This is an optimization exercise on Yosys and OpenROAD, whose aim is small area, a short achievable clock period and few clock cycles, not a production implementation. Only simulation tests tie the RTL to the original design; equivalence was not proved.

==> design/flow/design.v <==
module keccak(clk, reset, in, in_ready, is_last, byte_num, buffer_full, out, out_ready);
    input              clk, reset;
    input      [31:0]  in;
    input              in_ready, is_last;
    input      [1:0]   byte_num;
    output             buffer_full;
    output     [511:0] out;
    output reg         out_ready;
    reg       [1599:0] st;      
    reg        [17:0]  wsel;    
    reg        [55:0]  gsel;    
    reg        [4:0]   rnd;     
    reg                perm;    
    reg                fin;     
    reg                bf;      
    wire               accept = in_ready & ~bf;
    wire               blk_end = accept & (is_last | wsel[17]);
    wire               last_rnd = perm & (rnd == 5'd23);
    wire               spec = accept & is_last & (byte_num == 2'd0);
    wire               perm_n = blk_end | (perm & ~last_rnd);
    wire       [7:0]   go;      
    wire               fin_n = fin | (accept & is_last);
    wire       [31:0]  word, w;
    wire       [63:0]  rc;
    wire     [1599:0]  bo, absorbed, st_next;
    wire       [6:0]   b0r;
    wire       [63:0]  p, p2, h;    
    assign buffer_full = bf;
    padder1 padder1_ (in, is_last, byte_num, word);
    assign w = {word[7:0], word[15:8], word[23:16], word[31:24]};
    rconst rconst_ (rnd, rc);
    round  round_  (st, spec, gsel, rc, bo, b0r);
    function [17:0] gmk;
        input integer k;
        case (k)
          0: gmk = 18'h00100;
          1: gmk = 18'h00101;
          2: gmk = 18'h00200;
          3: gmk = 18'h00202;
          4: gmk = 18'h00401;
          5: gmk = 18'h00405;
          6: gmk = 18'h00500;
          7: gmk = 18'h00802;
          8: gmk = 18'h0080a;
          9: gmk = 18'h00a00;
          10: gmk = 18'h01004;
          11: gmk = 18'h01014;
          12: gmk = 18'h01104;
          13: gmk = 18'h01105;
          14: gmk = 18'h01401;
          15: gmk = 18'h01504;
          16: gmk = 18'h02008;
          17: gmk = 18'h02028;
          18: gmk = 18'h02208;
          19: gmk = 18'h0220a;
          20: gmk = 18'h02802;
          21: gmk = 18'h02a08;
          22: gmk = 18'h04010;
          23: gmk = 18'h04050;
          24: gmk = 18'h04110;
          25: gmk = 18'h04150;
          26: gmk = 18'h04411;
          27: gmk = 18'h04415;
          28: gmk = 18'h05004;
          29: gmk = 18'h05411;
          30: gmk = 18'h08020;
          31: gmk = 18'h080a0;
          32: gmk = 18'h08220;
          33: gmk = 18'h082a0;
          34: gmk = 18'h08822;
          35: gmk = 18'h0882a;
          36: gmk = 18'h0a008;
          37: gmk = 18'h0a822;
          38: gmk = 18'h10040;
          39: gmk = 18'h10140;
          40: gmk = 18'h10441;
          41: gmk = 18'h10541;
          42: gmk = 18'h11044;
          43: gmk = 18'h11054;
          44: gmk = 18'h14010;
          45: gmk = 18'h14110;
          46: gmk = 18'h15044;
          47: gmk = 18'h20080;
          48: gmk = 18'h20280;
          49: gmk = 18'h20882;
          50: gmk = 18'h20a82;
          51: gmk = 18'h22088;
          52: gmk = 18'h220a8;
          53: gmk = 18'h28020;
          54: gmk = 18'h28220;
          55: gmk = 18'h2a088;
          default: gmk = 18'h00000;
        endcase
    endfunction
    wire       [17:0]  wsel_n = reset ? 18'd1 : ~accept ? wsel : blk_end ? 18'd1 : {wsel[16:0], 1'b0};
    genvar q;
    generate
      for (q = 0; q < 56; q = q + 1) begin : GS
        always @ (posedge clk)
          gsel[q] <= |(wsel_n & gmk(q));
      end
    endgenerate
    always @ (posedge clk)
      wsel <= wsel_n;
    always @ (posedge clk)
      if (reset) begin
        rnd <= 0; perm <= 0; fin <= 0; bf <= 0; out_ready <= 0;
      end else begin
        perm <= perm_n;
        fin <= fin_n;
        bf <= perm_n | fin_n;
        if (perm)
          rnd <= last_rnd ? 5'd0 : rnd + 5'd1;
        else if (spec)
          rnd <= 5'd1;
        if (last_rnd & fin)
          out_ready <= 1;
      end
    genvar j, k;
    generate
      for (j = 0; j < 18; j = j + 1) begin : ABS
        wire e = accept & wsel[j];
        for (k = 0; k < 32; k = k + 1) begin : B
          if (j == 17 && k == 31)
            assign absorbed[32*j + k] = st[32*j + k] ^ (w[k] & e) ^ (accept & is_last);
          else
            kab ab (st[32*j + k], w[k], e, absorbed[32*j + k]);
        end
      end
    endgenerate
    assign absorbed[1599:576] = st[1599:576];
    generate
      for (j = 0; j < 8; j = j + 1) begin : GO
        kgo g (perm, bf, in_ready, is_last, byte_num, go[j]);
      end
      for (j = 0; j < 64; j = j + 1) begin : CT
        kctl ct (go[j / 8], reset, p[j], p2[j], h[j]);
      end
      for (j = 0; j < 1600; j = j + 1) begin : NX
        localparam integer L = j / 64, Z = j % 64, X = L % 5, Y = L / 5;
        localparam integer R = (Z == 0) ? 0 : (Z == 1) ? 1 : (Z == 3) ? 2 : (Z == 7) ? 3
                             : (Z == 15) ? 4 : (Z == 31) ? 5 : (Z == 63) ? 6 : -1;
        wire a = (L == 0 && R >= 0) ? b0r[R < 0 ? 0 : R] : bo[j];
        knx nx (p[Z], p2[Z], a, bo[64*((X+1)%5 + 5*Y) + Z], bo[64*((X+2)%5 + 5*Y) + Z],
                h[Z], absorbed[j], st_next[j]);
      end
    endgenerate
    always @ (posedge clk)
      st <= st_next;
    generate
      for (j = 0; j < 64; j = j + 1) begin : OUT
        assign out[511-8*j -: 8] = st[8*j +: 8];
      end
    endgenerate
endmodule
module padder1(in, is_last, byte_num, out);
    input      [31:0] in;
    input             is_last;
    input      [1:0]  byte_num;
    output     [31:0] out;
    genvar b;
    generate
      for (b = 0; b < 4; b = b + 1) begin : B
        wire keep = ~is_last | (byte_num > b);
        wire pad  = is_last & (byte_num == b);
        assign out[31-8*b -: 8] = (in[31-8*b -: 8] & {8{keep}}) | (8'h06 & {8{pad}});
      end
    endgenerate
endmodule
module ksel(p, a, h, s, y);
    input p, a, h, s;
    output y;
    assign y = (p & a) | (h & s);
endmodule
module kpn(p, b, c, y);
    input p, b, c;
    output y;
    assign y = p & ~b & c;
endmodule
module knx(p, p2, a, b, c, h, s, y);
    input p, p2, a, b, c, h, s;
    output y;
    wire u, v;
    ksel sl (p, a, h, s, u);
    kpn  pn (p2, b, c, v);
    kx2  xo (u, v, y);
endmodule
module kab(s, w, e, y);
    input s, w, e;
    output y;
    assign y = s ^ (w & e);
endmodule
module kgo(perm, bf, in_ready, is_last, byte_num, go);
    input perm, bf, in_ready, is_last;
    input [1:0] byte_num;
    output go;
    assign go = perm | (in_ready & ~bf & is_last & (byte_num == 2'd0));
endmodule
module kp(go, reset, p);
    input go, reset;
    output p;
    assign p = go & ~reset;
endmodule
module kctl(go, reset, p, p2, h);
    input go, reset;
    output p, p2, h;
    kp k1 (go, reset, p);
    kp k2 (go, reset, p2);
    assign h = ~go & ~reset;
endmodule
module rconst(r, rc);
    input      [4:0]  r;
    output reg [63:0] rc;
    always @ (*)
      case (r)
        5'd0:    rc = 64'h0000000000000001;
        5'd1:    rc = 64'h0000000000008082;
        5'd2:    rc = 64'h800000000000808A;
        5'd3:    rc = 64'h8000000080008000;
        5'd4:    rc = 64'h000000000000808B;
        5'd5:    rc = 64'h0000000080000001;
        5'd6:    rc = 64'h8000000080008081;
        5'd7:    rc = 64'h8000000000008009;
        5'd8:    rc = 64'h000000000000008A;
        5'd9:    rc = 64'h0000000000000088;
        5'd10:   rc = 64'h0000000080008009;
        5'd11:   rc = 64'h000000008000000A;
        5'd12:   rc = 64'h000000008000808B;
        5'd13:   rc = 64'h800000000000008B;
        5'd14:   rc = 64'h8000000000008089;
        5'd15:   rc = 64'h8000000000008003;
        5'd16:   rc = 64'h8000000000008002;
        5'd17:   rc = 64'h8000000000000080;
        5'd18:   rc = 64'h000000000000800A;
        5'd19:   rc = 64'h800000008000000A;
        5'd20:   rc = 64'h8000000080008081;
        5'd21:   rc = 64'h8000000000008080;
        5'd22:   rc = 64'h0000000080000001;
        5'd23:   rc = 64'h8000000080008008;
        default: rc = 64'h0;
      endcase
endmodule
module kx2(a, b, y);
    input a, b;
    output y;
    assign y = a ^ b;
endmodule
module round(in, spec, gsel, rc, bo, b0r);
    input  [1599:0] in;
    input           spec;    
    input  [55:0]   gsel;    
    input  [63:0]   rc;      
    output [1599:0] bo;     
    output [6:0]    b0r;    
    wire   [63:0]   c01[0:4], c23[0:4], c4[0:4], c[0:4], d[0:4];
    wire   [63:0]   b[0:24];
    wire [1599:0]   t;
    wire   [63:0]   b0;      
    wire [1599:0]   g;       
    wire [1599:0]   ae;      
    genvar x, y, z;
    function integer rho;
        input integer k;
        case (k)
          0: rho = 0;   1: rho = 1;   2: rho = 62;  3: rho = 28;  4: rho = 27;
          5: rho = 36;  6: rho = 44;  7: rho = 6;   8: rho = 55;  9: rho = 20;
          10: rho = 3;  11: rho = 10; 12: rho = 43; 13: rho = 25; 14: rho = 39;
          15: rho = 41; 16: rho = 45; 17: rho = 15; 18: rho = 21; 19: rho = 8;
          20: rho = 18; 21: rho = 2;  22: rho = 61; 23: rho = 56; default: rho = 14;
        endcase
    endfunction
    function integer gidx;
        input integer i;     
        case (i)
          1: gidx = 1;
          2: gidx = 13;
          3: gidx = 10;
          33: gidx = 3;
          34: gidx = 19;
          35: gidx = 16;
          65: gidx = 5;
          66: gidx = 27;
          67: gidx = 22;
          97: gidx = 8;
          98: gidx = 35;
          99: gidx = 30;
          128: gidx = 56;
          129: gidx = 11;
          130: gidx = 43;
          131: gidx = 38;
          161: gidx = 17;
          162: gidx = 52;
          163: gidx = 47;
          193: gidx = 23;
          194: gidx = 25;
          195: gidx = 0;
          225: gidx = 31;
          226: gidx = 33;
          227: gidx = 2;
          257: gidx = 39;
          258: gidx = 41;
          259: gidx = 4;
          289: gidx = 48;
          290: gidx = 50;
          291: gidx = 7;
          319: gidx = 56;
          321: gidx = 6;
          322: gidx = 15;
          323: gidx = 10;
          353: gidx = 9;
          354: gidx = 21;
          355: gidx = 16;
          385: gidx = 14;
          386: gidx = 29;
          387: gidx = 22;
          417: gidx = 20;
          418: gidx = 37;
          419: gidx = 30;
          448: gidx = 56;
          449: gidx = 28;
          450: gidx = 46;
          451: gidx = 38;
          481: gidx = 36;
          482: gidx = 55;
          483: gidx = 47;
          513: gidx = 44;
          514: gidx = 45;
          515: gidx = 0;
          545: gidx = 53;
          546: gidx = 54;
          547: gidx = 2;
          575: gidx = 56;
          577: gidx = 38;
          578: gidx = 40;
          579: gidx = 4;
          609: gidx = 47;
          610: gidx = 49;
          611: gidx = 7;
          639: gidx = 56;
          641: gidx = 0;
          642: gidx = 12;
          643: gidx = 10;
          673: gidx = 2;
          674: gidx = 18;
          675: gidx = 16;
          705: gidx = 4;
          706: gidx = 26;
          707: gidx = 22;
          737: gidx = 7;
          738: gidx = 34;
          739: gidx = 30;
          768: gidx = 56;
          769: gidx = 10;
          770: gidx = 42;
          771: gidx = 38;
          801: gidx = 16;
          802: gidx = 51;
          803: gidx = 47;
          833: gidx = 22;
          834: gidx = 24;
          835: gidx = 0;
          865: gidx = 30;
          866: gidx = 32;
          867: gidx = 2;
          897: gidx = 38;
          898: gidx = 40;
          899: gidx = 4;
          929: gidx = 47;
          930: gidx = 49;
          931: gidx = 7;
          959: gidx = 56;
          961: gidx = 0;
          962: gidx = 12;
          963: gidx = 10;
          993: gidx = 2;
          994: gidx = 18;
          995: gidx = 16;
          1025: gidx = 4;
          1026: gidx = 26;
          1027: gidx = 22;
          1057: gidx = 7;
          1058: gidx = 34;
          1059: gidx = 30;
          1088: gidx = 56;
          1089: gidx = 10;
          1090: gidx = 42;
          1091: gidx = 38;
          1121: gidx = 16;
          1122: gidx = 51;
          1123: gidx = 47;
          1153: gidx = 22;
          1154: gidx = 24;
          1155: gidx = 0;
          1185: gidx = 30;
          1186: gidx = 32;
          1187: gidx = 2;
          1217: gidx = 38;
          1218: gidx = 40;
          1219: gidx = 4;
          1249: gidx = 47;
          1250: gidx = 49;
          1251: gidx = 7;
          1279: gidx = 56;
          1281: gidx = 0;
          1282: gidx = 12;
          1283: gidx = 10;
          1313: gidx = 2;
          1314: gidx = 18;
          1315: gidx = 16;
          1345: gidx = 4;
          1346: gidx = 26;
          1347: gidx = 22;
          1377: gidx = 7;
          1378: gidx = 34;
          1379: gidx = 30;
          1408: gidx = 56;
          1409: gidx = 10;
          1410: gidx = 42;
          1411: gidx = 38;
          1441: gidx = 16;
          1442: gidx = 51;
          1443: gidx = 47;
          1473: gidx = 22;
          1474: gidx = 24;
          1475: gidx = 0;
          1505: gidx = 30;
          1506: gidx = 32;
          1507: gidx = 2;
          1537: gidx = 38;
          1538: gidx = 40;
          1539: gidx = 4;
          1569: gidx = 47;
          1570: gidx = 49;
          1571: gidx = 7;
          1599: gidx = 56;
          default: gidx = -1;
        endcase
    endfunction
    generate
      for (y = 0; y < 5; y = y + 1) begin : GY
        for (x = 0; x < 5; x = x + 1) begin : GX
          for (z = 0; z < 64; z = z + 1) begin : Z
            if (gidx(64*(x+5*y) + z) >= 0) begin : F
              if (gidx(64*(x+5*y) + z) == 56)
                assign g[64*(x+5*y) + z] = spec;
              else
                assign g[64*(x+5*y) + z] = spec & gsel[gidx(64*(x+5*y) + z) % 56];
              kx2 xg (in[64*(x+5*y) + z], g[64*(x+5*y) + z], ae[64*(x+5*y) + z]);
            end else begin : N
              assign g[64*(x+5*y) + z] = 1'b0;
              assign ae[64*(x+5*y) + z] = in[64*(x+5*y) + z];
            end
          end
        end
      end
      for (x = 0; x < 5; x = x + 1) begin : TC
        for (z = 0; z < 64; z = z + 1) begin : Z
          kx2 x01 (in[64*x + z],      in[64*(x+5) + z],  c01[x][z]);
          kx2 x23 (in[64*(x+10) + z], in[64*(x+15) + z], c23[x][z]);
          kx2 x03 (c01[x][z], c23[x][z], c4[x][z]);
          kx2 x04 (c4[x][z], in[64*(x+20) + z], c[x][z]);
        end
      end
      for (x = 0; x < 5; x = x + 1) begin : TD
        for (z = 0; z < 64; z = z + 1) begin : Z
          kx2 xd (c[(x+4)%5][z], c[(x+1)%5][(z+63)%64], d[x][z]);
        end
      end
      for (y = 0; y < 5; y = y + 1) begin : RY
        for (x = 0; x < 5; x = x + 1) begin : RX
          for (z = 0; z < 64; z = z + 1) begin : Z
            kx2 xt (ae[64*(x+5*y) + z], d[x][z], t[64*(x+5*y) + z]);
          end
          assign b[y + 5*((2*x+3*y)%5)] = {t[64*(x+5*y) +: 64], t[64*(x+5*y) +: 64]} >> (64 - rho(x+5*y));
        end
      end
      for (z = 0; z < 64; z = z + 1) begin : IO
        if (z == 0 || z == 1 || z == 3 || z == 7 || z == 15 || z == 31 || z == 63) begin : K
          wire ar;
          if (gidx(z) >= 0)
            kx2 xa (in[z], g[z] ^ rc[z], ar);
          else
            kx2 xa (in[z], rc[z], ar);
          kx2 xb (ar, d[0][z], b0[z]);
        end else begin : N
          assign b0[z] = b[0][z];
        end
      end
      for (x = 0; x < 25; x = x + 1) begin : BO
        assign bo[64*x +: 64] = b[x];
      end
      assign b0r = {b0[63], b0[31], b0[15], b0[7], b0[3], b0[1], b0[0]};
    endgenerate
endmodule
==> design/flow/flow/run.sh <==
#!/bin/bash
# The standard ORFS flow (the standard.sh): synthesis unchanged, then the
# layout with plain buffers instead of delay cells on the ports, a clock tree
# without dummy loads, and no x4 XOR cells (timing repair buffers long nets
# instead). The make output goes to synth.log and flow.log; each ORFS step keeps
# its own log under orfs/logs.
set -euo pipefail
bash standard.sh synth > synth.log 2>&1
export DONT_USE_CELLS="sky130_fd_sc_hd__xor2_4 sky130_fd_sc_hd__xnor2_4"
export BUFFER_PORTS_ARGS="-buffer_cell sky130_fd_sc_hd__buf_2"
export CTS_ARGS="-sink_clustering_enable -repair_clock_nets -dont_use_dummy_load -sink_clustering_size 20 -sink_clustering_max_diameter 80"
bash standard.sh > flow.log 2>&1
==> design/flow/standard.sh <==
#!/bin/bash
# synth_recipe.tcl (not shown) runs the flow's synth.tcl, then flattens the netlist and writes it again
# the make line also repeats each setting of config.mk as NAME=value (left out here)
make -C /OpenROAD-flow-scripts/flow DESIGN_CONFIG=/design/flow/config.mk WORK_HOME=/design/flow/orfs CLKGATE_MAP_FILE= SYNTH_SCRIPT=/design/flow/synth_recipe.tcl "${@:-finish}"
==> design/flow/config.mk <==
export PLATFORM = sky130hd
export DESIGN_NAME = keccak
export DESIGN_NICKNAME = keccak
export VERILOG_FILES = /design/flow/design.v
export SDC_FILE = /design/flow/constraint.sdc
export NUM_CORES = 8
export LEC_CHECK = 0
export CAP_MARGIN = 30
export CORE_MARGIN = 2
export CORE_UTILIZATION = 40
export GPL_ROUTABILITY_DRIVEN = 1
export GPL_TIMING_DRIVEN = 1
export PLACE_DENSITY = 0.5
export SETUP_SLACK_MARGIN = 2.5
export SLEW_MARGIN = 30
export SYNTH_HIERARCHICAL = 1
==> design/flow/constraint.sdc <==
create_clock -name core_clock -period 5.5 [get_ports {clk}]
set_input_delay 1.1000 -clock core_clock [delete_from_list [all_inputs] [get_ports {clk}]]
set_output_delay 1.1000 -clock core_clock [all_outputs]
set_load 0.01 [all_outputs]
==> metrics.md, run 1 <==
| Metric | Value |
|---|---|
| Status | finished clean |
| Die ar. | 0.306 mm² |
| Slowest CP cell | dfxtp_1 |
| Worst Setup SP | st[385] |
| PortBufs | 551 |
| Clock Latency Late Sink | 0.94 ns |
| Height of the die | 554 µm |
| DPL Wire Length | 764 mm |
| CP startpoint kind | flip-flop |
| Post-Place Cells | 16700 |
| Clock Tree Buf Depth | 4 |
| Cells after Synth | 12100 |
| Crit Path Max Fanout | 5 |
| CP peak stage delay | 0.57 ns |
| Worst reg2reg path depth | 8 |
| Critical Path End | st[389] |
| Die width | 554 µm |
| Most common cell after layout, fill and taps aside | xor2_1 |
| Final cell count without fillers | 17900 |
| Routed via count | 118000 |
| CP required | 6.30 ns |
| # DRC | 0 |
| Fin area | 0.168 mm² |
| R2R Setup Slk | 2.31 ns |
| Worst slack, placed | 0.917 ns |
| Max frequency | 313 MHz |
| Hold Path Class | reg -> reg |
| Area grow syn2layout | 38.7% |
| Hold buffer count at CTS | 0 |
| CP arrival | 3.99 ns |
| Buffers & Inverters on Critical Path | 1 |
| WL final | 927 mm |
| Min Tclk post-route | 3.19 ns |
| Worst slew margin | 0.215 |
| I/O pin total | 552 |
| First-pass GRT wire length | 1140 mm |
| WL per Instance | 51.9 µm |
| Worst hold margin | 0.493 ns |
| CP top delay family | XOR/XNOR gates |
| GPL Wtd Cong | 1.16 |
| Worst-path clk slew | 0.09 ns |
| Setup slack after layout | 2.31 ns |
| RSZ-0062 raised after global routing | true |
| Hold path cells | 2 |
| Initial Util | 0.402 |
| Initial antenna violation count | 211 |
| Syn Nets | 12100 |
| Grt ovf | 0 |
| Vias/cell | 6.62 |
| Final Skew | 0.0641 ns |
| Final Hold Fails | 0 |
| DR pass1 iterations | 9 |
| CP most frequent cell | xor2_1 |
| Core ar. | 0.300 mm² |
| DRT iter0 DRCs | 19100 |
| CTS root buf | clkbuf_16 |
| R2r endpoint | st[389] |
| Nets | 13600 |
| Max Transition Viols Final | 0 |
| TritonCTS Buffers | 155 |
| Setup TNS | 0 ns |
| Clock Sinks | 1681 |
| CP Capture Type | flip-flop |
| Commonest cells after routing, fill and taps aside | xor2_1, a22o_1, and3b_1 |
| Reg2reg start | st[385] |
| Worst-Margin Slew | 1.17 ns |
| Largest net degree at the start of global routing | 57 |
| Detail Route Antenna Nets | 0 |
| Crit path cell chain | xor2_1 -> xor2_1 -> xor2_2 -> xor2_1 -> buf_4 -> xor2_4 -> and3b_1 -> xor2_1 |
| Layout cells sized above 1 | 0.300 |
| Fin util | 0.558 |
| Count of final setup violators | 0 |
| Post-Syn Area | 0.121 mm² |
| Period utilisation layout | 0.581 |
| Crit path depth | 8 |
| Warning count from the yosys run | 9 |
| Max-cap viol count | 0 |
| DP Area | 0.135 mm² |
| CTS tree | done |
| Vias in the first global route | 103000 |
| Std-Cell Rows | 201 |
| H-tree Lvls | 4 |
| Crit Path Class | reg -> reg |
| Syn Area/Cell | 9.98 µm² |
| Total Routing Usage GR | 0.579 |
-- worst min-delay path, stage by stage (launching register included) --
cell	delay, ns
dfxtp_1	0.34
a41oi_1	0.05
nor2_1	0.07
-- how the worst min path moves through the flow --
stage	endpoint	slack, ns	from
after CTS	out_ready	0.49	out_ready
final	out_ready	0.49	out_ready
after floorplan	fin	0.45	fin
after global routing	out_ready	0.52	out_ready
after detailed placement	out_ready	0.47	out_ready
after global placement	out_ready	0.46	out_ready
-- state kept, by name, summed over array words and instances (netlist names) --
name	cells
st	1600
gsel	54
bf	1
fin	1
rnd	5
perm	1
out_ready	1
wsel	18
-- area by class of cell --
type,count,area [µm²]
Tap cell,3958,4950
Fill cell,25700,133000
Inverter,15,56.3
Sequential cell,1681,33900
Clock buffer,155,3880
Antenna cell,321,803
Timing Repair Buffer,1834,17500
Multi-Input combinational cell,9889,106000
-- metal layers --
| metal | share of wire | GRT usage | up-vias |
|---|---|---|---|
| li1 | - | - | 43400 |
| met1 | 0.34 | 0.661 | 60200 |
| met2 | 0.37 | 0.737 | 11400 |
| met3 | 0.16 | 0.315 | 3091 |
| met4 | 0.12 | 0.584 | 62 |
| met5 | 0.0017 | 0.00453 | - |
-- timing repair --
action | in CTS | in global routing
buffers inserted | 378 | 303
pin swaps | 277 | 144
setup endpoints to repair | 1604 | 1243
gates cloned | 3 | 20
resized for setup | 1763 | 357
Testbench counts, summed over its fixed seeds: cycles 7,376.
==> inputs of run 2 (changes only) <==
--- a/design/flow/config.mk
+++ b/design/flow/config.mk
@@ -13,3 +13,3 @@
 export PLACE_DENSITY = 0.5
-export SETUP_SLACK_MARGIN = 2.5
+export SETUP_SLACK_MARGIN = 3.0
 export SLEW_MARGIN = 30
==> run 2 against run 1 <==
  * The run now fails in global routing (5_1_grt)
  * Synthesized cell count unchanged
  * Area after synthesis did not move
==> metrics.md, run 2 <==
| Metric | Value |
|---|---|
| Status | did not finish (was finished clean) |
| Exit stage | global routing (5_1_grt) |
| Tool error | [ERROR GRT-0232] Routing congestion too high. Check the congestion heatmap in the GUI. |
| CTS root buf | clkbuf_16 (unchanged) |
| TritonCTS Buffers | 151 (was 155) |
| Syn Nets | 12100 (unchanged) |
| DPL Wire Length | 756 mm (was 764 mm) |
| Die width | 554 µm (unchanged) |
| Cells after Synth | 12100 (unchanged) |
| Total Routing Usage GR | 0.732 |
| H-tree Lvls | 4 (unchanged) |
| I/O pin total | 552 (unchanged) |
| Worst EP kind | register data pin |
| Initial Util | 0.402 (unchanged) |
| Syn Area/Cell | 9.98 µm² (unchanged) |
| GPL Wtd Cong | 1.15 (was 1.16) |
| Std-Cell Rows | 201 (unchanged) |
| Clock Tree Buf Depth | 4 (unchanged) |
| Post-Syn Area | 0.121 mm² (unchanged) |
| Clock Sinks | 1681 (unchanged) |
| DP Area | 0.134 mm² (was 0.135 mm²) |
| Hold buffer count at CTS | 0 (unchanged) |
| PortBufs | 551 (unchanged) |
| Height of the die | 554 µm (unchanged) |
| Largest net degree at the start of global routing | 57 |
| Worst endpoint, post-GRT repair | st[777]$_DFF_P_/D |
| Warning count from the yosys run | 9 (unchanged) |
| Grt ovf | 21 |
[run 2: layer usage]
layer / GRT overflow / track usage
met5: 0 / 0.274
met1: 0 / 0.726
met4: 12 / 0.741
met2: 9 / 0.896
met3: 0 / 0.584
[run 2: what timing repair did]
action / CTS
endpoints found under the setup margin: 2120
pin swaps: 1102
cloned: 163
buffers inserted: 2703
gates resized for setup: 5967
[run 2: worst max-delay path by stage]
stage,startpoint,endpoint,cells past startpoint
2_1_floorplan,in_ready,st[1036],12
3_3_place_gp,in_ready,st[542],10
3_5_place_dp,in_ready,st[1072],10
4_1_cts,bf,buffer_full,3
[run 2: stage by stage]
stage	hold WS (ns)	instances	setup WS (ns)	util
CTS	0.488	19600	2.76	0.696
detailed placement	0.466	16600	0.814	0.448
global placement	0.466	16600	0.644	0.440
floorplan	0.446	12100	2.08	-
==> inputs of run 3 (changes only) <==
--- a/design/flow/flow/run.sh
+++ b/design/flow/flow/run.sh
@@ -8,5 +8,8 @@
 bash standard.sh synth > synth.log 2>&1
-export DONT_USE_CELLS="sky130_fd_sc_hd__xor2_4 sky130_fd_sc_hd__xnor2_4"
+# the platform's don't-use list plus the x4 XOR cells
+dont=$(python3 -c 'import re,sys; s=open(sys.argv[1]).read(); m=re.search(r"export DONT_USE_CELLS \+=((?:.*\\\n)*.*\n)", s); print(" ".join(m.group(1).replace("\\\n", " ").split()))' "$FLOW_HOME/platforms/sky130hd/config.mk")
+dont="$dont sky130_fd_sc_hd__xor2_4 sky130_fd_sc_hd__xnor2_4"
+echo "DONT_USE_CELLS=$dont" > dont_use.log
 export BUFFER_PORTS_ARGS="-buffer_cell sky130_fd_sc_hd__buf_2"
 export CTS_ARGS="-sink_clustering_enable -repair_clock_nets -dont_use_dummy_load -sink_clustering_size 20 -sink_clustering_max_diameter 80"
-bash standard.sh > flow.log 2>&1
+bash standard.sh "DONT_USE_CELLS=$dont" finish > flow.log 2>&1
--- a/design/flow/config.mk
+++ b/design/flow/config.mk
@@ -13,3 +13,3 @@
 export PLACE_DENSITY = 0.5
-export SETUP_SLACK_MARGIN = 3.0
+export SETUP_SLACK_MARGIN = 2.5
 export SLEW_MARGIN = 30
==> run 3 against run 2 <==
  * Now clean on timing, DRC and antenna
  * Synthesized cell count is the same
  * Area after synthesis is the same
==> metrics.md, run 3 <==
| Metric | Value |
|---|---|
| Cells after Synth | 12100 (unchanged) |
| Max frequency | 299 MHz |
| DRT iter0 DRCs | 19900 |
| Height of the die | 554 µm (unchanged) |
| Count of final setup violators | 0 |
| Min-delay src | out_ready |
| Clock Sinks | 1681 (unchanged) |
| Post-Syn Area | 0.121 mm² (unchanged) |
| Std-Cell Rows | 201 (unchanged) |
| Vias in the first global route | 103000 |
| Largest net degree at the start of global routing | 57 |
| Routed via count | 117000 |
| Worst slack, placed | 0.803 ns (was 0.814 ns) |
| TritonCTS Buffers | 156 (was 151) |
| WL per Instance | 51.1 µm |
| Hold Path Class | reg -> reg |
| GPL Wtd Cong | 1.16 (was 1.15) |
| Clock Latency Late Sink | 0.94 ns |
| Layout cells sized above 1 | 0.297 |
| Worst-path clk slew | 0.08 ns |
| Total Routing Usage GR | 0.576 |
| Worst slew margin | 0.168 |
| Vias/cell | 6.48 |
| Setup TNS | 0 ns |
| Max FFs per register | 1600 |
| RSZ-0062 raised after global routing | true |
| Commonest cells after routing, fill and taps aside | xor2_1, dfxtp_1, a22o_1 |
| Metal2 WL | 340 mm |
| First-pass GRT wire length | 1140 mm |
| CP required | 6.35 ns |
| Crit Path Class | reg -> reg |
| Worst-Margin Slew | 1.24 ns |
| DR pass1 iterations | 9 |
| # DRC | 0 |
| Crit Path Max Fanout | 7 |
| CTS root buf | clkbuf_16 (unchanged) |
| Worst Setup SP | st[161] |
| Highest metal used | met5 |
| Biggest regs | st: 1600 flops, gsel: 54 flops, wsel: 18 flops |
| Initial Util | 0.402 (unchanged) |
| Area grow syn2layout | 31.5% |
| Syn Nets | 12100 (unchanged) |
| Initial antenna violation count | 219 |
| Core ar. | 0.300 mm² |
| CP arrival | 4.19 ns |
| Grt ovf | 0 |
| Period utilisation layout | 0.608 |
| Post-Route M1 WL | 319 mm |
| Syn Area/Cell | 9.98 µm² (unchanged) |
| Worst hold margin | 0.487 ns |
| Min Tclk post-route | 3.34 ns |
| WL final | 925 mm |
| Die ar. | 0.306 mm² |
| Setup slack after layout | 2.16 ns |
| Status | finished clean (was did not finish) |
| Warning count from the yosys run | 9 (unchanged) |
| PortBufs | 551 (unchanged) |
| H-tree Lvls | 4 (unchanged) |
| CP Capture Type | flip-flop |
| CTS tree | done |
| Met3 WL | 150 mm |
| DPL Wire Length | 764 mm (was 756 mm) |
| Top reg by flops | st |
| # fillers | 27000 |
| Final Skew | 0.0845 ns |
| Nets | 14000 |
| Clock Tree Buf Depth | 4 (unchanged) |
| Die width | 554 µm (unchanged) |
| Detail Route Antenna Nets | 0 |
| Most common cell after layout, fill and taps aside | xor2_1 |
| Reg2reg start | st[161] |
| I/O pin total | 552 (unchanged) |
| Max Transition Viols Final | 0 |
| CP startpoint kind | flip-flop |
| Final Hold Fails | 0 |
| Max-cap viol count | 0 |
[run 3: layout make-up]
cell class                      count  area (µm²)  share of cell area
Multi-Input combinational cell   9894       94800               0.597
Inverter                           15        56.3            0.000354
Timing Repair Buffer             2161       20800               0.131
Clock buffer                      156        3900              0.0246
Sequential cell                  1681       33800               0.212
Antenna cell                      232         581             0.00365
Tap cell                         3958        4950              0.0312
[run 3: path summary, 6_finish.rpt]
kind | cells past startpoint | slack [ns] | endpoint
setup / recovery | 8 | 2.16 | st[1368]
hold / removal | 2 | 0.49 | out_ready
setup reg to reg | 8 | 2.16 | st[1368]
hold reg to reg | 2 | 0.49 | out_ready
[run 3: layer usage]
| metal | GRT usage | vias up |
|---|---|---|
| met5 | 0 | - |
| met4 | 0.577 | 74 |
| met3 | 0.305 | 2782 |
| met2 | 0.738 | 10700 |
| met1 | 0.660 | 59900 |
| li1 | - | 43800 |
[run 3: timing repair]
action,in CTS,in global routing
setup endpoints to repair,1595,946
buffers inserted,616,294
cloned,3,25
pin swaps,375,125
hold buffers,0,0
resized for setup,872,186
[run 3: worst max-delay path, cell delays in order (launching register included)]
cell     delay, ns
dfxtp_1       0.68
xor2_1        0.31
xor2_1        0.27
xor2_2        0.36
xor2_1        0.17
buf_4         0.34
xor2_2        0.65
a22o_1        0.27
xor2_1        0.21
[run 3: per-stage QoR]
stage	instance area [µm²]	util	instances
floorplan	121000	-	12100
global placement	132000	0.440	16700
detailed placement	135000	0.450	16800
CTS	153000	0.511	17500
global route	158000	0.527	17900
finish	159000	0.529	18100
==> inputs of run 4 (changes only) <==
--- a/design/flow/flow/run.sh
+++ b/design/flow/flow/run.sh
@@ -13,2 +13,3 @@
 export BUFFER_PORTS_ARGS="-buffer_cell sky130_fd_sc_hd__buf_2"
+export GLOBAL_PLACEMENT_ARGS="-timing_driven_nets_percentage 50 -timing_driven_net_weight_max 5"
 export CTS_ARGS="-sink_clustering_enable -repair_clock_nets -dont_use_dummy_load -sink_clustering_size 20 -sink_clustering_max_diameter 80"
==> run 4 against run 3 <==
  * Still clean on timing, DRC and antenna
  * Synthesized cell count unchanged
  * Hold slack got worse by 0.0092 ns
  * Area after synthesis is the same
  * Clock skew down 0.015 ns
  * Die area unchanged
  * Fmax increased by 4.5%
  * Setup slack gained 0.14 ns
  * Register-to-register slack better by 0.14 ns
  * Core utilization grew 0.091 points
  * Critical path type unchanged
  * Critical endpoint is now st[1361]
  * Largest cell class unchanged
==> metrics.md, run 4 <==
| Metric | Value |
|---|---|
| Status | finished clean (unchanged) |
| DPL Wire Length | 780 mm (was 764 mm) |
| Warning count from the yosys run | 9 (unchanged) |
| WL final | 951 mm (was 925 mm) |
| CP most frequent cell | xor2_1 (unchanged) |
| CP arrival | 3.99 ns (was 4.19 ns) |
| Setup slack after layout | 2.30 ns (was 2.16 ns) |
| Biggest regs | st: 1600 flops, gsel: 54 flops, wsel: 18 flops (unchanged) |
| Height of the die | 554 µm (unchanged) |
| Worst-Margin Slew | 1.21 ns (was 1.24 ns) |
| CTS tree | done (unchanged) |
| DP Area | 0.135 mm² (about the same) |
| Grt ovf | 0 (unchanged) |
| First-pass GRT wire length | 1160 mm (was 1140 mm) |
| WL per Instance | 52.4 µm (was 51.1 µm) |
| Top reg by flops | st (unchanged) |
| Crit Path Class | reg -> reg (unchanged) |
| Met3 WL | 160 mm (was 150 mm) |
| Core ar. | 0.300 mm² (unchanged) |
| TritonCTS Buffers | 155 (was 156) |
| Crit Path Max Fanout | 5 (was 7) |
| Initial Util | 0.402 (unchanged) |
| Slowest CP cell | dfxtp_1 (unchanged) |
| Worst slack, placed | 0.521 ns (was 0.803 ns) |
| Nets | 14000 (about the same) |
| Cells after Synth | 12100 (unchanged) |
| Max Transition Viols Final | 0 (unchanged) |
| Area grow syn2layout | 31.7% (was 31.5%) |
| Clock Sinks | 1681 (unchanged) |
| Post-Route M1 WL | 322 mm (was 319 mm) |
| Worst-path clk slew | 0.09 ns (was 0.08 ns) |
| # DRC | 0 (unchanged) |
| Vias in the first global route | 104000 (was 103000) |
| CP required | 6.29 ns (was 6.35 ns) |
| Largest net degree at the start of global routing | 64 (was 57) |
| CP peak stage delay | 0.69 ns (was 0.68 ns) |
| H-tree Lvls | 4 (unchanged) |
| Clock Latency Late Sink | 0.94 ns (about the same) |
| Syn Nets | 12100 (unchanged) |
| DRT iter0 DRCs | 20000 (was 19900) |
| Max frequency | 313 MHz (was 299 MHz) |
| RSZ-0062 raised after global routing | true (unchanged) |
| Post-Syn Area | 0.121 mm² (unchanged) |
| Min Tclk post-route | 3.20 ns (was 3.34 ns) |
| Std-Cell Rows | 201 (unchanged) |
| Syn Area/Cell | 9.98 µm² (unchanged) |
| CP Capture Type | flip-flop (unchanged) |
| Commonest cells after routing, fill and taps aside | xor2_1, dfxtp_1, and3b_1, a22o_1, xor2_2 (was xor2_1, dfxtp_1, a22o_1) |
| Count of final setup violators | 0 (unchanged) |
| Worst slew margin | 0.196 (was 0.168) |
| Vias/cell | 6.58 (was 6.48) |
| Die ar. | 0.306 mm² (unchanged) |
| Fin area | 0.159 mm² (about the same) |
| Die width | 554 µm (unchanged) |
| Final Skew | 0.0692 ns (was 0.0845 ns) |
| Crit path cell chain | xor2_1 -> xor2_1 -> xor2_2 -> xor2_1 -> buf_4 -> xor2_2 -> and3b_1 -> xor2_1 (was xor2_1 -> xor2_1 -> xor2_2 -> xor2_1 -> buf_4 -> xor2_2 -> a22o_1 -> xor2_1) |
| Max-cap viol count | 0 (unchanged) |
| GPL Wtd Cong | 1.16 (about the same) |
| CP startpoint kind | flip-flop (unchanged) |
| I/O pin total | 552 (unchanged) |
| R2R Setup Slk | 2.30 ns (was 2.16 ns) |
| Final Hold Fails | 0 (unchanged) |
| Initial antenna violation count | 233 (was 219) |
| Total Routing Usage GR | 0.590 (was 0.576) |
| Routed via count | 120000 (was 117000) |
| Most common cell after layout, fill and taps aside | xor2_1 (unchanged) |
| Hold Path Class | reg -> reg (unchanged) |
| CTS root buf | clkbuf_16 (unchanged) |
| PortBufs | 551 (unchanged) |
| Max FFs per register | 1600 (unchanged) |
| Highest metal used | met5 (unchanged) |
| Metal2 WL | 347 mm (was 340 mm) |
| DR pass1 iterations | 8 (was 9) |
| Period utilisation layout | 0.581 (was 0.608) |
| Detail Route Antenna Nets | 0 (unchanged) |
| Setup TNS | 0 ns (unchanged) |
| Layout cells sized above 1 | 0.299 (was 0.297) |
| Clock Tree Buf Depth | 4 (unchanged) |
run 4: final timing paths:
check	startpoint	end	cells after the start
worst max-delay path	st[234]	st[1361]	8
worst min-delay path	out_ready	out_ready	2
worst max register to register	st[234]	st[1361]	8
worst min register to register	out_ready	out_ready	2
run 4: critical path: cells and delay by family, from the launching register on:
family,cells,cell delay [ns]
xor gates and xnor gates,6,1.84
DFF,1,0.69
and+or+nand+nor,1,0.26
buffers and inverters,1,0.23
run 4: repair_timing:
item / CTS / global route
resized for setup: 879 / 199
setup endpoints to repair: 1592 / 940
cloned: 11 / 46
pin swaps: 366 / 116
hold buffers: 0 / 0
buffers inserted: 585 / 304
run 4: layout make-up:
class	count	area, µm²
Sequential cell	1681	33700
Multi-Input combinational cell	9921	95300
Fill cell	27000	141000
Inverter	15	56.3
Antenna cell	280	701
Clock buffer	155	3880
Timing Repair Buffer	2140	20500
Tap cell	3958	4950
run 4: stage by stage:
| stage | cells | util | hold slack [ns] |
|---|---|---|---|
| 3_3_place_gp | 16700 | 0.441 | 0.459 |
| 3_5_place_dp | 16800 | 0.451 | 0.465 |
| 5_1_grt | 17900 | 0.528 | 0.532 |
| 4_1_cts | 17500 | 0.512 | 0.481 |
| 6_report | 18200 | 0.530 | 0.478 |
| 2_1_floorplan | 12100 | - | 0.446 |
run 4: routing by layer:
layer	vias up	track usage
met5	-	0.0214
met4	48	0.603
met3	3216	0.338
met2	11600	0.752
met1	60800	0.659
li1	43800	-
==> inputs of run 5 (changes only) <==
--- a/design/flow/flow/run.sh
+++ b/design/flow/flow/run.sh
@@ -13,3 +13,3 @@
 export BUFFER_PORTS_ARGS="-buffer_cell sky130_fd_sc_hd__buf_2"
-export GLOBAL_PLACEMENT_ARGS="-timing_driven_nets_percentage 50 -timing_driven_net_weight_max 5"
+export GLOBAL_PLACEMENT_ARGS="-timing_driven_nets_percentage 100 -timing_driven_net_weight_max 16 -timing_driven_net_reweight_overflow {79 70 60 50 40 30 20}"
 export CTS_ARGS="-sink_clustering_enable -repair_clock_nets -dont_use_dummy_load -sink_clustering_size 20 -sink_clustering_max_diameter 80"
==> run 5 against run 4 <==
  * Setup slack improved by 0.028 ns
  * Via count down 4.3%
  * Clock skew is 0.013 ns higher
  * Count of clock-buffer cells in the layout increased by 2
  * Critical path type unchanged
  * Wire length shrank 6.6%
  * Non-clock buffer count decreased by 94
  * Area after synthesis unchanged
  * Fmax grew 0.89%
  * Still clean on timing, DRC and antenna
  * Register-to-register slack improved by 0.03 ns
  * Core utilization fell by 0.28 points
==> metrics.md, run 5 <==
| Metric | Value |
|---|---|
| Status | finished clean (unchanged) |
| Max frequency | 315 MHz (was 313 MHz) |
| Slowest CP cell | xor2_2 (was dfxtp_1) |
| Warning count from the yosys run | 9 (unchanged) |
| CP required | 6.30 ns (was 6.29 ns) |
| Worst reg2reg path depth | 8 (unchanged) |
| Total Routing Usage GR | 0.556 (was 0.590) |
| Largest net degree at the start of global routing | 53 (was 64) |
| Std-Cell Rows | 201 (unchanged) |
| Worst Setup SP | st[1265] (was st[234]) |
| Initial Util | 0.402 (unchanged) |
| Syn Area/Cell | 9.98 µm² (unchanged) |
| Final Skew | 0.0817 ns (was 0.0692 ns) |
| Die width | 554 µm (unchanged) |
| Biggest regs | st: 1600 flops, gsel: 54 flops, wsel: 18 flops (unchanged) |
| Critical Path End | st[436] (was st[1361]) |
| Vias in the first global route | 101000 (was 104000) |
| Max FFs per register | 1600 (unchanged) |
| Most common cell after layout, fill and taps aside | xor2_1 (unchanged) |
| Syn Nets | 12100 (unchanged) |
| Nets | 13800 (was 14000) |
| CP arrival | 3.97 ns (was 3.99 ns) |
| CP startpoint kind | flip-flop (unchanged) |
| Post-Syn Area | 0.121 mm² (unchanged) |
| Worst slew margin | 0.260 (was 0.196) |
| # DRC | 0 (unchanged) |
| Fin area | 0.158 mm² (was 0.159 mm²) |
| DR pass1 iterations | 6 (was 8) |
| WL final | 888 mm (was 951 mm) |
| Reg2reg start | st[1265] (was st[234]) |
| Layout cells sized above 1 | 0.292 (was 0.299) |
| Worst-Margin Slew | 1.11 ns (was 1.21 ns) |
| RSZ-0062 raised after global routing | true (unchanged) |
| Initial antenna violation count | 221 (was 233) |
| R2R Setup Slk | 2.33 ns (was 2.30 ns) |
| Grt ovf | 0 (unchanged) |
| Worst-path clk slew | 0.07 ns (was 0.09 ns) |
| DRT iter0 DRCs | 19000 (was 20000) |
| Crit Path Max Fanout | 5 (unchanged) |
| Min Tclk post-route | 3.17 ns (was 3.20 ns) |
| Height of the die | 554 µm (unchanged) |
| Crit path cell chain | xor2_1 -> xor2_1 -> xor2_2 -> xor2_2 -> buf_12 -> xor2_2 -> and3b_1 -> xor2_1 (was xor2_1 -> xor2_1 -> xor2_2 -> xor2_1 -> buf_4 -> xor2_2 -> and3b_1 -> xor2_1) |
| Routed via count | 114000 (was 120000) |
| Period utilisation layout | 0.576 (was 0.581) |
| R2r endpoint | st[436] (was st[1361]) |
| Count of final setup violators | 0 (unchanged) |
| TritonCTS Buffers | 157 (was 155) |
| Crit Path Class | reg -> reg (unchanged) |
| Vias/cell | 6.36 (was 6.58) |
| CP Capture Type | flip-flop (unchanged) |
| Max-cap viol count | 0 (unchanged) |
| Hold Path Class | reg -> reg (unchanged) |
| DPL Wire Length | 733 mm (was 780 mm) |
| H-tree Lvls | 4 (unchanged) |
| Die ar. | 0.306 mm² (unchanged) |
| Commonest cells after routing, fill and taps aside | xor2_1, dfxtp_1, and3b_1, a22o_1, xor2_2 (unchanged) |
| First-pass GRT wire length | 1100 mm (was 1160 mm) |
| CTS tree | done (unchanged) |
| Area grow syn2layout | 31.0% (was 31.7%) |
| CP peak stage delay | 0.51 ns (was 0.69 ns) |
| Final Hold Fails | 0 (unchanged) |
| Cells after Synth | 12100 (unchanged) |
| Setup TNS | 0 ns (unchanged) |
| WL per Instance | 49.4 µm (was 52.4 µm) |
| Max Transition Viols Final | 0 (unchanged) |
| I/O pin total | 552 (unchanged) |
| DP Area | 0.134 mm² (was 0.135 mm²) |
| Detail Route Antenna Nets | 0 (unchanged) |
| PortBufs | 551 (unchanged) |
| GPL Wtd Cong | 1.12 (was 1.16) |
| Top reg by flops | st (unchanged) |
| Clock Sinks | 1681 (unchanged) |
| Clock Latency Late Sink | 0.93 ns (was 0.94 ns) |
| CTS root buf | clkbuf_16 (unchanged) |
| Clock Tree Buf Depth | 4 (unchanged) |
| Core ar. | 0.300 mm² (unchanged) |
==> run 5: routing by layer <==
| metal | GRT usage | wire length, µm |
|---|---|---|
| met3 | 0.266 | 135000 |
| met1 | 0.654 | 314000 |
| met5 | 0.00203 | 352 |
| met2 | 0.719 | 333000 |
| met4 | 0.546 | 106000 |
==> run 5: metrics by stage <==
step | utilization | hold slack, ns | setup slack, ns | cells
final | 0.527 | 0.481 | 2.33 | 18000
after CTS | 0.511 | 0.486 | 2.41 | 17400
after detailed placement | 0.448 | 0.470 | 0.946 | 16700
after global routing | 0.525 | 0.522 | 2.43 | 17700
after global placement | 0.438 | 0.466 | 0.913 | 16600
after floorplan | - | 0.446 | 2.08 | 12100
==> run 5: cell type report <==
type / instances / area [µm²]
fill: 27100 / 142000
tap: 3958 / 4950
multi-input combinational: 9881 / 94800
antenna: 237 / 593
clock buffer: 157 / 3930
timing repair buffer: 2046 / 20200
inverter: 15 / 56.3
sequential: 1681 / 33700
==> run 5: what timing repair did <==
action	in CTS	in global routing
buffers inserted	593	282
pin swaps	397	134
endpoints found under the setup margin	1600	973
resized for setup	908	165
hold buffers	0	0
gates cloned	2	12
==> run 5: worst max-delay path: cells and delay by family, from the launching register on <==
| kind | cells | cell delay (ns) |
|---|---|---|
| xor gates and xnor gates | 6 | 2.18 |
| buffers and inverters | 1 | 0.17 |
| DFF | 1 | 0.42 |
| and+or+nand+nor | 1 | 0.26 |
==> run 5: worst min path at each step <==
stage / from / slack, ns / end / cells after the start
after floorplan: fin / 0.45 / fin / 2
after global placement: out_ready / 0.47 / out_ready / 2
after detailed placement: out_ready / 0.47 / out_ready / 2
after CTS: fin / 0.49 / fin / 2
after global routing: out_ready / 0.52 / out_ready / 2
final: fin / 0.48 / fin / 2
==> inputs of run 6 (changes only) <==
--- a/design/flow/flow/run.sh
+++ b/design/flow/flow/run.sh
@@ -13,3 +13,3 @@
 export BUFFER_PORTS_ARGS="-buffer_cell sky130_fd_sc_hd__buf_2"
-export GLOBAL_PLACEMENT_ARGS="-timing_driven_nets_percentage 100 -timing_driven_net_weight_max 16 -timing_driven_net_reweight_overflow {79 70 60 50 40 30 20}"
+export GLOBAL_PLACEMENT_ARGS="-timing_driven_nets_percentage 100 -timing_driven_net_weight_max 8 -timing_driven_net_reweight_overflow {79 64 49 29 20}"
 export CTS_ARGS="-sink_clustering_enable -repair_clock_nets -dont_use_dummy_load -sink_clustering_size 20 -sink_clustering_max_diameter 80"
--- a/design/flow/config.mk
+++ b/design/flow/config.mk
@@ -13,3 +13,3 @@
 export PLACE_DENSITY = 0.5
-export SETUP_SLACK_MARGIN = 2.5
+export SETUP_SLACK_MARGIN = 2.75
 export SLEW_MARGIN = 30
==> run 6 against run 5 <==
  * Still clean on timing, DRC and antenna
  * Critical path depth grew 1
  * Core utilization up 3.6 points
  * Hold slack improved by 0.018 ns
  * Register-to-register slack better by 0.23 ns
  * Largest cell class unchanged
==> metrics.md, run 6 <==
| Metric | Value |
|---|---|
| GPL Wtd Cong | 1.14 (was 1.12) |
| Vias in the first global route | 106000 (was 101000) |
| Initial Util | 0.402 (unchanged) |
| Total Routing Usage GR | 0.572 (was 0.556) |
| Crit Path Max Fanout | 5 (unchanged) |
| Worst slack, placed | 1.00 ns (was 0.946 ns) |
| Min Tclk post-route | 2.94 ns (was 3.17 ns) |
| CTS tree | done (unchanged) |
| H-tree Lvls | 4 (unchanged) |
| Core ar. | 0.300 mm² (unchanged) |
| Period utilisation layout | 0.535 (was 0.576) |
| Syn Area/Cell | 9.98 µm² (unchanged) |
| Die ar. | 0.306 mm² (unchanged) |
| Largest net degree at the start of global routing | 72 (was 53) |
| First-pass GRT wire length | 1130 mm (was 1100 mm) |
| Syn Nets | 12100 (unchanged) |
| Hold Path Class | reg -> reg (unchanged) |
| Final Hold Fails | 0 (unchanged) |
| CP arrival | 3.77 ns (was 3.97 ns) |
| Max-cap viol count | 0 (unchanged) |
| CP startpoint kind | flip-flop (unchanged) |
| Final Skew | 0.0797 ns (was 0.0817 ns) |
| Worst hold margin | 0.498 ns (was 0.481 ns) |
| Clock Tree Buf Depth | 4 (unchanged) |
| Setup TNS | 0 ns (unchanged) |
| Top reg by flops | st (unchanged) |
| Cells after Synth | 12100 (unchanged) |
| CTS root buf | clkbuf_16 (unchanged) |
| WL final | 920 mm (was 888 mm) |
| Max Transition Viols Final | 0 (unchanged) |
| Vias/cell | 6.39 (was 6.36) |
| Worst slew margin | 0.344 (was 0.260) |
| Biggest regs | st: 1600 flops, gsel: 54 flops, wsel: 18 flops (unchanged) |
| DRT iter0 DRCs | 18200 (was 19000) |
| DR pass1 iterations | 8 (was 6) |
| Crit Path Class | reg -> reg (unchanged) |
| Warning count from the yosys run | 9 (unchanged) |
| DPL Wire Length | 739 mm (was 733 mm) |
| Detail Route Antenna Nets | 0 (unchanged) |
| Routed via count | 120000 (was 114000) |
| Max FFs per register | 1600 (unchanged) |
| Max frequency | 340 MHz (was 315 MHz) |
| Hold buffer count at CTS | 0 (unchanged) |
| Initial antenna violation count | 242 (was 221) |
| Clock Latency Late Sink | 0.94 ns (was 0.93 ns) |
| CP required | 6.33 ns (was 6.30 ns) |
| Most common cell after layout, fill and taps aside | xor2_1 (unchanged) |
| Setup slack after layout | 2.56 ns (was 2.33 ns) |
| Final cell count without fillers | 18700 (was 18000) |
| I/O pin total | 552 (unchanged) |
| Layout cells sized above 1 | 0.366 (was 0.292) |
| Post-Place Cells | 16700 (about the same) |
| WL per Instance | 49.1 µm (was 49.4 µm) |
| Height of the die | 554 µm (unchanged) |
| Commonest cells after routing, fill and taps aside | xor2_1, xor2_2, and3b_1, a22o_1, buf_4 (was xor2_1, dfxtp_1, and3b_1, a22o_1, xor2_2) |
| RSZ-0062 raised after global routing | true (unchanged) |
| Worst-Margin Slew | 0.973 ns (was 1.11 ns) |
| Die width | 554 µm (unchanged) |
| Grt ovf | 0 (unchanged) |
| Clock Sinks | 1681 (unchanged) |
| Area grow syn2layout | 40.0% (was 31.0%) |
| PortBufs | 551 (unchanged) |
| TritonCTS Buffers | 155 (was 157) |
| Post-Syn Area | 0.121 mm² (unchanged) |
| Nets | 14500 (was 13800) |
| Status | finished clean (unchanged) |
| Count of final setup violators | 0 (unchanged) |
| # DRC | 0 (unchanged) |
| Std-Cell Rows | 201 (unchanged) |
| Worst-path clk slew | 0.09 ns (was 0.07 ns) |
| CP Capture Type | flip-flop (unchanged) |
## run 6: changes by cell type in the layout (fill, tap and decap cells not counted), moves of 166 or more
cell / change
buf_12: +166
xor2_2: +250
dfxtp_1: -297
dfxtp_2: +267
xor2_1: -250
buf_4: +362
## run 6: final timing paths
check	slack (ns)	start	cells past startpoint	to
max	2.56	st[402]	9	st[125]
min	0.50	fin	2	bf
max reg2reg	2.56	st[402]	9	st[125]
min reg2reg	0.50	fin	2	bf
## run 6: area by class of cell
class	count	area [µm²]
Antenna cell	288	721
Fill cell	26100	131000
Timing Repair Buffer	2656	27300
Sequential cell	1681	34200
Multi-Input combinational cell	9981	98100
Inverter	15	56.3
Tap cell	3958	4950
Clock buffer	155	3880
## run 6: layer usage
metal / wire [µm] / share of wire / track usage
met1: 318000 / 0.35 / 0.654
met2: 341000 / 0.37 / 0.733
met3: 149000 / 0.16 / 0.307
met4: 111000 / 0.12 / 0.568
met5: 1100 / 0.0012 / 0.00578
## run 6: what timing repair did
| action | in CTS | in global routing |
|---|---|---|
| gates cloned | 76 | 42 |
| setup buffers | 1214 | 237 |
| pin swaps | 601 | 113 |
| setup endpoints to repair | 1858 | 1372 |
| resized for setup | 1485 | 388 |
## run 6: worst max-delay path: stages (launching register included)
cell,delay (ns)
dfxtp_2,0.53
xor2_1,0.33
xor2_1,0.29
xor2_2,0.20
buf_4,0.16
xor2_1,0.19
buf_4,0.25
xor2_2,0.51
and3b_1,0.26
xor2_1,0.16
## run 6: stage by stage
step,util,instance area [µm²]
after floorplan,-,121000
after global placement,0.439,132000
after detailed placement,0.449,135000
after CTS,0.546,164000
after global routing,0.561,169000
final,0.563,169000
==> inputs of run 7 (changes only) <==
--- a/design/flow/flow/run.sh
+++ b/design/flow/flow/run.sh
@@ -10,3 +10,3 @@
 dont=$(python3 -c 'import re,sys; s=open(sys.argv[1]).read(); m=re.search(r"export DONT_USE_CELLS \+=((?:.*\\\n)*.*\n)", s); print(" ".join(m.group(1).replace("\\\n", " ").split()))' "$FLOW_HOME/platforms/sky130hd/config.mk")
-dont="$dont sky130_fd_sc_hd__xor2_4 sky130_fd_sc_hd__xnor2_4"
+dont="$dont sky130_fd_sc_hd__xor2_4 sky130_fd_sc_hd__xnor2_4 sky130_fd_sc_hd__buf_12 sky130_fd_sc_hd__buf_16"
 echo "DONT_USE_CELLS=$dont" > dont_use.log
--- a/design/flow/config.mk
+++ b/design/flow/config.mk
@@ -13,3 +13,3 @@
 export PLACE_DENSITY = 0.5
-export SETUP_SLACK_MARGIN = 2.75
+export SETUP_SLACK_MARGIN = 2.5
 export SLEW_MARGIN = 30
==> run 7 against run 6 <==
  * Register-to-register slack lost 0.22 ns
  * Critical path depth shrank 1
  * Via count shrank 3.1%
  * Still clean on timing, DRC and antenna
==> metrics.md, run 7 <==
| Metric | Value |
|---|---|
| Final Skew | 0.0758 ns (was 0.0797 ns) |
| CP startpoint kind | flip-flop (unchanged) |
| Routed via count | 116000 (was 120000) |
| Initial Util | 0.402 (unchanged) |
| Final Hold Fails | 0 (unchanged) |
| Count of final setup violators | 0 (unchanged) |
| Crit Path Max Fanout | 3 (was 5) |
| Clock Latency Late Sink | 0.95 ns (was 0.94 ns) |
| Std-Cell Rows | 201 (unchanged) |
| Max-cap viol count | 0 (unchanged) |
| Post-Syn Area | 0.121 mm² (unchanged) |
| Storage cell area | 0.0338 mm² (was 0.0342 mm²) |
| WL final | 895 mm (was 920 mm) |
| Worst slew margin | 0.226 (was 0.344) |
| PortBufs | 551 (unchanged) |
| Fin util | 0.510 (was 0.563) |
| First-pass GRT wire length | 1100 mm (was 1130 mm) |
| Syn Nets | 12100 (unchanged) |
| Grt ovf | 0 (unchanged) |
| Clock Tree Buf Depth | 4 (unchanged) |
| TritonCTS Buffers | 155 (unchanged) |
| Max frequency | 316 MHz (was 340 MHz) |
| Initial antenna violation count | 242 (unchanged) |
| Worst-Margin Slew | 1.16 ns (was 0.973 ns) |
| Warning count from the yosys run | 9 (unchanged) |
| Worst-path clk slew | 0.08 ns (was 0.09 ns) |
| Max Transition Viols Final | 0 (unchanged) |
| Max FFs per register | 1600 (unchanged) |
| Biggest regs | st: 1600 flops, gsel: 54 flops, wsel: 18 flops (unchanged) |
| Hold Path Class | reg -> reg (unchanged) |
| I/O pin total | 552 (unchanged) |
| CTS tree | done (unchanged) |
| Worst hold margin | 0.476 ns (was 0.498 ns) |
| GRT busiest layer | met2 (unchanged) |
| Top reg by flops | st (unchanged) |
| GPL Wtd Cong | 1.14 (about the same) |
| Area grow syn2layout | 26.8% (was 40.0%) |
| # fillers | 28000 (was 26100) |
| Status | finished clean (unchanged) |
| Nets | 14100 (was 14500) |
| Vias in the first global route | 101000 (was 106000) |
| Clock Sinks | 1681 (unchanged) |
| Largest net degree at the start of global routing | 55 (was 72) |
| Min Tclk post-route | 3.16 ns (was 2.94 ns) |
| GR Util met3 | 0.276 (was 0.307) |
| DPL Wire Length | 741 mm (was 739 mm) |
| Die width | 554 µm (unchanged) |
| H-tree Lvls | 4 (unchanged) |
| CP required | 6.28 ns (was 6.33 ns) |
| Die ar. | 0.306 mm² (unchanged) |
| Layout cells sized above 1 | 0.307 (was 0.366) |
| Commonest cells after routing, fill and taps aside | xor2_1, and3b_1, a22o_1 (was xor2_1, xor2_2, and3b_1, a22o_1, buf_4) |
| # DRC | 0 (unchanged) |
| WL per Instance | 49.0 µm (was 49.1 µm) |
| Height of the die | 554 µm (unchanged) |
| Vias/cell | 6.35 (was 6.39) |
| RSZ-0062 raised after global routing | true (unchanged) |
| Detail Route Antenna Nets | 0 (unchanged) |
| Cells after Synth | 12100 (unchanged) |
| GR Util met1 | 0.647 (was 0.654) |
| CTS root buf | clkbuf_16 (unchanged) |
| Crit Path Class | reg -> reg (unchanged) |
| Setup TNS | 0 ns (unchanged) |
| DRT iter0 DRCs | 18100 (was 18200) |
| Met2 Usage GRT | 0.726 (was 0.733) |
| Most common cell after layout, fill and taps aside | xor2_1 (unchanged) |
| Core ar. | 0.300 mm² (unchanged) |
| Syn Area/Cell | 9.98 µm² (unchanged) |
| CP Capture Type | flip-flop (unchanged) |
| DR pass1 iterations | 8 (unchanged) |
| Period utilisation layout | 0.575 (was 0.535) |
| Multi-input logic area | 0.0953 mm² (was 0.0981 mm²) |
| Total Routing Usage GR | 0.559 (was 0.572) |
| CP arrival | 3.95 ns (was 3.77 ns) |
-- run 7: repair_timing --
action                     4_1_cts  5_1_grt
gates cloned                    19       25
setup buffers                  737      320
setup endpoints to repair     1606     1236
pin swaps                      398      114
gates resized for setup       1020      226
hold buffers                     0        0
-- run 7: final timing paths --
check | startpoint | to | slack, ns | cells past startpoint
worst max register to register | st[1256] | st[427] | 2.34 | 8
worst min register to register | fin | fin | 0.48 | 2
worst max-delay path | st[1256] | st[427] | 2.34 | 8
worst min-delay path | fin | fin | 0.48 | 2
-- run 7: critical path, stage by stage (launching register included) --
cell and delay (ns):
dfxtp_1 0.42, xor2_1 0.47, xor2_1 0.23, xor2_1 0.53
xor2_2 0.24, buf_2 0.24, xor2_2 0.43, and3b_1 0.27
xor2_1 0.16
-- run 7: cell type report --
cell class / instances / area share
multi-input combinational: 9911 / 0.622
tap: 3958 / 0.0323
timing repair buffer: 2274 / 0.0948
clock buffer: 155 / 0.0253
sequential: 1681 / 0.220
antenna: 291 / 0.00475
inverter: 15 / 0.000367
-- run 7: layer usage --
metal	routed length, µm	vias up	share of wire
met5	847	-	0.00095
met4	108000	70	0.12
met3	137000	2506	0.15
met2	335000	9908	0.37
met1	315000	59500	0.35
li1	-	44100	-
-- run 7: per-stage QoR --
stage               worst slack, ns  cells  area, µm²
floorplan                      2.08  12100     121000
global placement              0.997  16600     130000
global route                   2.44  18000     153000
CTS                            2.38  17600     149000
finish                         2.34  18300     153000
detailed placement            0.971  16700     133000

## re-timing with driven ports
The results above use ideal ports. As a check the final layouts listed here were re-extracted and re-timed, cells and wires unchanged.
Step 1, drivers: a clkbuf_16 drives clk and a buf_2 each remaining input, both assumed.
Step 2, shift: input delay + t, output delay - t, t = (earliest + latest rising clock arrival at the registers) / 2. This alone moves slack from input paths to output paths.
Slacks: ideal / step 1 / step 2; pairs: ideal / step 1.
run	t (ns)	slack for setup (ns)	hold WS [ns]	worst setup path at the end
run 1	1.032	2.307 / 2.307 / 1.535	0.493 / 0.493 / 0.493	input to register
run 3	1.020	2.157 / 2.157 / 1.468	0.487 / 0.487 / 0.487	input to register
run 4	1.032	2.302 / 2.302 / 1.402	0.478 / 0.478 / 0.478	input to register
run 5	1.014	2.330 / 2.330 / 1.554	0.481 / 0.461 / 0.481	input to register
run 6	1.021	2.559 / 2.559 / 1.654	0.498 / 0.498 / 0.498	input to register
run 7	1.027	2.335 / 2.335 / 1.466	0.476 / 0.476 / 0.476	input to register
After both steps every run listed still meets setup and hold. The setup slack of run 6, which loses most, moves by 0.000 ns with the drivers and by -0.905 ns with both steps.
